Source: an optimization exercise on an open RTL-to-GDS flow (aim: a short achievable clock period and few clock cycles per item). Production flows keep margins and buffers that such runs may drop. Only simulation tests tie the RTL to the original design; equivalence was not proved. Power is estimated from default activity; no workload was simulated.

==> flow/design.v (excerpt) <==
module draw_fpv(clock, reset,
                start, done,
                player_pos_x, player_pos_y, player_angle,
                grid_x, grid_y, grid_out,
                vga_x, vga_y, vga_colour, vga_write);
Size: about 860 cells after synthesis, roughly 200 flip-flops, roughly 87 I/O pins.
==> flow/config.mk <==
export PLATFORM = sky130hd
export DESIGN_NAME = draw_fpv
export DESIGN_NICKNAME = draw_fpv
export VERILOG_FILES = /design/flow/design.v
export SDC_FILE = /design/flow/constraint.sdc
export NUM_CORES = 4
export LEC_CHECK = 0
export ABC_CLOCK_PERIOD_IN_PS = 1800
export CAP_MARGIN = 20
export CORE_MARGIN = 2
export CORE_UTILIZATION = 40
export CTS_BUF_LIST = sky130_fd_sc_hd__clkbuf_4 sky130_fd_sc_hd__clkbuf_16
export PLACE_DENSITY = 0.6
export SETUP_SLACK_MARGIN = 2.9
export SLEW_MARGIN = 20
export SYNTH_MEMORY_MAX_BITS = 16384
==> flow/constraint.sdc <==
create_clock -name core_clock -period 4.5 [get_ports {clock}]
set_input_delay 0.9000 -clock core_clock [delete_from_list [all_inputs] [get_ports {clock}]]
set_output_delay 0.9000 -clock core_clock [all_outputs]
set_load 0.01 [all_outputs]
standard.sh (not shown) runs the stock make flow with config.mk's settings and CLKGATE_MAP_FILE= SYNTH_SCRIPT=/design/flow/synth_recipe.tcl, a recipe that flattens the netlist after the stock synthesis.
==> flow/flow/run.sh <==
#!/bin/bash
# The standard layout (the standard.sh, every step), with the platform's
# full and half adder cells added to DONT_USE_CELLS: synthesis then leaves
# adders as plain gates for abc to map for speed, and no later step places
# an adder cell. Registers are synthesized exactly as in the standard flow.
set -euo pipefail
PLATFORM_CONFIG="$FLOW_HOME/platforms/$FLOW_PLATFORM/config.mk"
# the platform's own list: the words after "export DONT_USE_CELLS +=" up to
# the end of that continued line
PLATFORM_DONT_USE=$(awk '/^export DONT_USE_CELLS/{f=1} f{print} f && !/\\$/{exit}' "$PLATFORM_CONFIG" \
    | sed 's/export DONT_USE_CELLS += //; s/\\//g' | tr -s ' \n' ' ')
ADDERS="sky130_fd_sc_hd__fa_1 sky130_fd_sc_hd__fa_2 sky130_fd_sc_hd__fa_4 sky130_fd_sc_hd__fah_1 sky130_fd_sc_hd__fahcin_1 sky130_fd_sc_hd__fahcon_1 sky130_fd_sc_hd__ha_1 sky130_fd_sc_hd__ha_2 sky130_fd_sc_hd__ha_4"
echo "DONT_USE_CELLS=$PLATFORM_DONT_USE $ADDERS" > dont_use.log
bash standard.sh "DONT_USE_CELLS=$PLATFORM_DONT_USE $ADDERS" MATCH_CELL_FOOTPRINT=0 "BUFFER_PORTS_ARGS=-buffer_cell sky130_fd_sc_hd__buf_6" finish > standard.log 2>&1
Testbench counts at the start, summed over its fixed seeds: cycles 923,715, frames 64.
Change:
CTS_BUF_LIST = unset   (was sky130_fd_sc_hd__clkbuf_4 sky130_fd_sc_hd__clkbuf_16)
After rerunning:
- sequential share of layout area is about the same
- worst setup slack is unchanged
- routed wire length hardly moves
Change:
CORE_UTILIZATION = 65   (was 40)
PLACE_DENSITY = 0.8   (was 0.6)
The changed run ran to the end with no violations.
Routed wire length grows by about 6.5%.
Design area falls by 0.93%.
Via count is higher by 6.2%.
Setup slack degrades by 0.0088 ns.
Clock-buffer cell count drops by 1.

---

Starting RTL as in the previous note.
==> flow/config.mk <==
export PLATFORM = sky130hd
export DESIGN_NAME = draw_fpv
export DESIGN_NICKNAME = draw_fpv
export VERILOG_FILES = /design/flow/design.v
export SDC_FILE = /design/flow/constraint.sdc
export NUM_CORES = 4
export LEC_CHECK = 0
export ABC_CLOCK_PERIOD_IN_PS = 1800
export CAP_MARGIN = 20
export CORE_MARGIN = 2
export CORE_UTILIZATION = 40
export PLACE_DENSITY = 0.6
export SETUP_SLACK_MARGIN = 2.9
export SLEW_MARGIN = 20
export SYNTH_MEMORY_MAX_BITS = 16384
==> flow/constraint.sdc <==
create_clock -name core_clock -period 4.5 [get_ports {clock}]
set_input_delay 0.9000 -clock core_clock [delete_from_list [all_inputs] [get_ports {clock}]]
set_output_delay 0.9000 -clock core_clock [all_outputs]
set_load 0.01 [all_outputs]
run.sh (not shown) runs the stock make flow with config.mk's settings and CLKGATE_MAP_FILE= SYNTH_SCRIPT=/design/flow/synth_recipe.tcl, a recipe that flattens the netlist after the stock synthesis.
Stock flow here: none of the scripts above is used.
The baseline finished clean.
Testbench counts at the start, summed over its fixed seeds: cycles 923,715, frames 64.
Then changed:
==> flow/flow/run.sh (new file) <==
#!/bin/bash
# The standard layout (the standard.sh, every step), with the platform's
# full and half adder cells added to DONT_USE_CELLS: synthesis then leaves
# adders as plain gates for abc to map for speed, and no later step places
# an adder cell. Registers are synthesized exactly as in the standard flow.
set -euo pipefail
PLATFORM_CONFIG="$FLOW_HOME/platforms/$FLOW_PLATFORM/config.mk"
# the platform's own list: the words after "export DONT_USE_CELLS +=" up to
# the end of that continued line
PLATFORM_DONT_USE=$(awk '/^export DONT_USE_CELLS/{f=1} f{print} f && !/\\$/{exit}' "$PLATFORM_CONFIG" \
    | sed 's/export DONT_USE_CELLS += //; s/\\//g' | tr -s ' \n' ' ')
ADDERS="sky130_fd_sc_hd__fa_1 sky130_fd_sc_hd__fa_2 sky130_fd_sc_hd__fa_4 sky130_fd_sc_hd__fah_1 sky130_fd_sc_hd__fahcin_1 sky130_fd_sc_hd__fahcon_1 sky130_fd_sc_hd__ha_1 sky130_fd_sc_hd__ha_2 sky130_fd_sc_hd__ha_4"
echo "DONT_USE_CELLS=$PLATFORM_DONT_USE $ADDERS" > dont_use.log
bash standard.sh "DONT_USE_CELLS=$PLATFORM_DONT_USE $ADDERS" MATCH_CELL_FOOTPRINT=0 "BUFFER_PORTS_ARGS=-buffer_cell sky130_fd_sc_hd__buf_6" finish > standard.log 2>&1
==> flow/standard.sh (new file) <==
#!/bin/bash
# synth_recipe.tcl (not shown) runs the flow's synth.tcl, then flattens the netlist and writes it again
# the make line also repeats each setting of config.mk as NAME=value (left out here)
make -C /OpenROAD-flow-scripts/flow DESIGN_CONFIG=/design/flow/config.mk WORK_HOME=/design/flow/orfs CLKGATE_MAP_FILE= SYNTH_SCRIPT=/design/flow/synth_recipe.tcl "${@:-finish}"
--- a/flow/config.mk
+++ b/flow/config.mk
@@ -10,6 +10,6 @@
 export CORE_MARGIN = 2
 export CORE_UTILIZATION = 40
-export PLACE_DENSITY = 0.6
-export SETUP_SLACK_MARGIN = 2.9
+export PLACE_DENSITY = 0.7
+export SETUP_SLACK_MARGIN = 3.0
 export SLEW_MARGIN = 20
 export SYNTH_MEMORY_MAX_BITS = 16384
removed: flow/run.sh
Result: The new run produced a clean layout. Worst setup slack is better by 0.011 ns. Die area shrinks by 5.0%. Clock skew hardly moves. Hold slack hardly moves. Clock power increases by about 10%.
Then changed:
--- a/flow/config.mk
+++ b/flow/config.mk
@@ -10,6 +10,7 @@
 export CORE_MARGIN = 2
 export CORE_UTILIZATION = 40
-export PLACE_DENSITY = 0.7
-export SETUP_SLACK_MARGIN = 3.0
+export CTS_CLUSTER_SIZE = 50
+export PLACE_DENSITY = 0.6
+export SETUP_SLACK_MARGIN = 2.9
 export SLEW_MARGIN = 20
 export SYNTH_MEMORY_MAX_BITS = 16384
- The changed run passed the timing, DRC and antenna checks
- design area shrinks by 5.0%
- non-clock buffer count decreases by 32
- critical path depth stays the same
- power came out lower by 7.0%
- count of clock-buffer cells in the layout decreases by 8
- worst setup slack gains 0.011 ns
- final cell count went down by 2.7%
- via count is lower by 4.4%
- sequential power stays flat
- area after synthesis stays the same
Then changed:
--- a/flow/flow/run.sh
+++ b/flow/flow/run.sh
@@ -12,3 +12,3 @@
 ADDERS="sky130_fd_sc_hd__fa_1 sky130_fd_sc_hd__fa_2 sky130_fd_sc_hd__fa_4 sky130_fd_sc_hd__fah_1 sky130_fd_sc_hd__fahcin_1 sky130_fd_sc_hd__fahcon_1 sky130_fd_sc_hd__ha_1 sky130_fd_sc_hd__ha_2 sky130_fd_sc_hd__ha_4"
 echo "DONT_USE_CELLS=$PLATFORM_DONT_USE $ADDERS" > dont_use.log
-bash standard.sh "DONT_USE_CELLS=$PLATFORM_DONT_USE $ADDERS" MATCH_CELL_FOOTPRINT=0 "BUFFER_PORTS_ARGS=-buffer_cell sky130_fd_sc_hd__buf_6" finish > standard.log 2>&1
+bash standard.sh "DONT_USE_CELLS=$PLATFORM_DONT_USE $ADDERS" MATCH_CELL_FOOTPRINT=0 "CTS_ARGS=-repair_clock_nets -sink_clustering_enable -sink_clustering_size 24 -sink_clustering_max_diameter 80 -sink_clustering_levels 1" "BUFFER_PORTS_ARGS=-buffer_cell sky130_fd_sc_hd__buf_6" finish > standard.log 2>&1
--- a/flow/config.mk
+++ b/flow/config.mk
@@ -10,5 +10,4 @@
 export CORE_MARGIN = 2
 export CORE_UTILIZATION = 40
-export CTS_CLUSTER_SIZE = 50
 export PLACE_DENSITY = 0.6
 export SETUP_SLACK_MARGIN = 2.9
Effect: Design area does not change; wire length stays the same; critical path depth is unchanged; fmax is unchanged; sequential share of layout area stays the same.
Then changed:
--- a/flow/flow/run.sh
+++ b/flow/flow/run.sh
@@ -12,3 +12,3 @@
 ADDERS="sky130_fd_sc_hd__fa_1 sky130_fd_sc_hd__fa_2 sky130_fd_sc_hd__fa_4 sky130_fd_sc_hd__fah_1 sky130_fd_sc_hd__fahcin_1 sky130_fd_sc_hd__fahcon_1 sky130_fd_sc_hd__ha_1 sky130_fd_sc_hd__ha_2 sky130_fd_sc_hd__ha_4"
 echo "DONT_USE_CELLS=$PLATFORM_DONT_USE $ADDERS" > dont_use.log
-bash standard.sh "DONT_USE_CELLS=$PLATFORM_DONT_USE $ADDERS" MATCH_CELL_FOOTPRINT=0 "CTS_ARGS=-repair_clock_nets -sink_clustering_enable -sink_clustering_size 24 -sink_clustering_max_diameter 80 -sink_clustering_levels 1" "BUFFER_PORTS_ARGS=-buffer_cell sky130_fd_sc_hd__buf_6" finish > standard.log 2>&1
+bash standard.sh "DONT_USE_CELLS=$PLATFORM_DONT_USE $ADDERS" MATCH_CELL_FOOTPRINT=0 "BUFFER_PORTS_ARGS=-buffer_cell sky130_fd_sc_hd__buf_6" finish > standard.log 2>&1
--- a/flow/config.mk
+++ b/flow/config.mk
@@ -11,5 +11,5 @@
 export CORE_UTILIZATION = 40
 export PLACE_DENSITY = 0.6
-export SETUP_SLACK_MARGIN = 2.9
+export SETUP_SLACK_MARGIN = 2.6
 export SLEW_MARGIN = 20
 export SYNTH_MEMORY_MAX_BITS = 16384
After rerunning: The changed run passed the timing, DRC and antenna checks. Routed wire length goes down by a few percent. Global-route usage came out lower by 0.21 points. Total power fell by a few percent. Cell area drops by a few percent. Clock power stays flat. Worst hold slack improves by 0.0068 ns. Sequential power hardly moves. Clock skew barely changes. Sequential cell count does not change.

what the ideal ports hide:
The flow's constraints put no driver on any port. The routed layouts listed below were extracted and timed again, unchanged, in two steps. Step 1 assumes that a clkbuf_16 drives the clock port and a buf_2 every other input. Step 2 times the ports against the registers' clock, not the clock port: input delays grow and output delays shrink by t, the midpoint of the rising clock arrivals with the driver on. Slacks: no drivers / after step 1 / after step 2; pairs: no drivers / after step 1.
| run | t, ns | setup slack, ns | worst register clock-pin slew, ns | worst slew at a driven data input, ns |
|---|---|---|---|---|
| the first run of note 1 | 0.459 | 2.699 / 2.658 / 2.583 | 0.07 / 0.07 | 0.05 |
| the second run of note 1 | 0.459 | 2.699 / 2.658 / 2.583 | 0.07 / 0.07 | 0.05 |
| the third run of note 1 | 0.473 | 2.690 / 2.647 / 2.569 | 0.08 / 0.08 | 0.05 |
| the first run of note 2 | 0.474 | 2.677 / 2.634 / 2.507 | 0.07 / 0.07 | 0.05 |
| the second run of note 2 | 0.469 | 2.687 / 2.645 / 2.657 | 0.07 / 0.07 | 0.05 |
| the third run of note 2 | 0.459 | 2.699 / 2.658 / 2.583 | 0.07 / 0.07 | 0.05 |
| the fourth run of note 2 | 0.459 | 2.699 / 2.658 / 2.583 | 0.07 / 0.07 | 0.05 |
| the fifth run of note 2 | 0.465 | 2.652 / 2.610 / 2.402 | 0.08 / 0.08 | 0.05 |
After both steps every run listed still meets setup and hold. The setup slack of the fifth run of note 2, which loses most, moves by -0.042 ns with the drivers and by -0.250 ns with both steps.
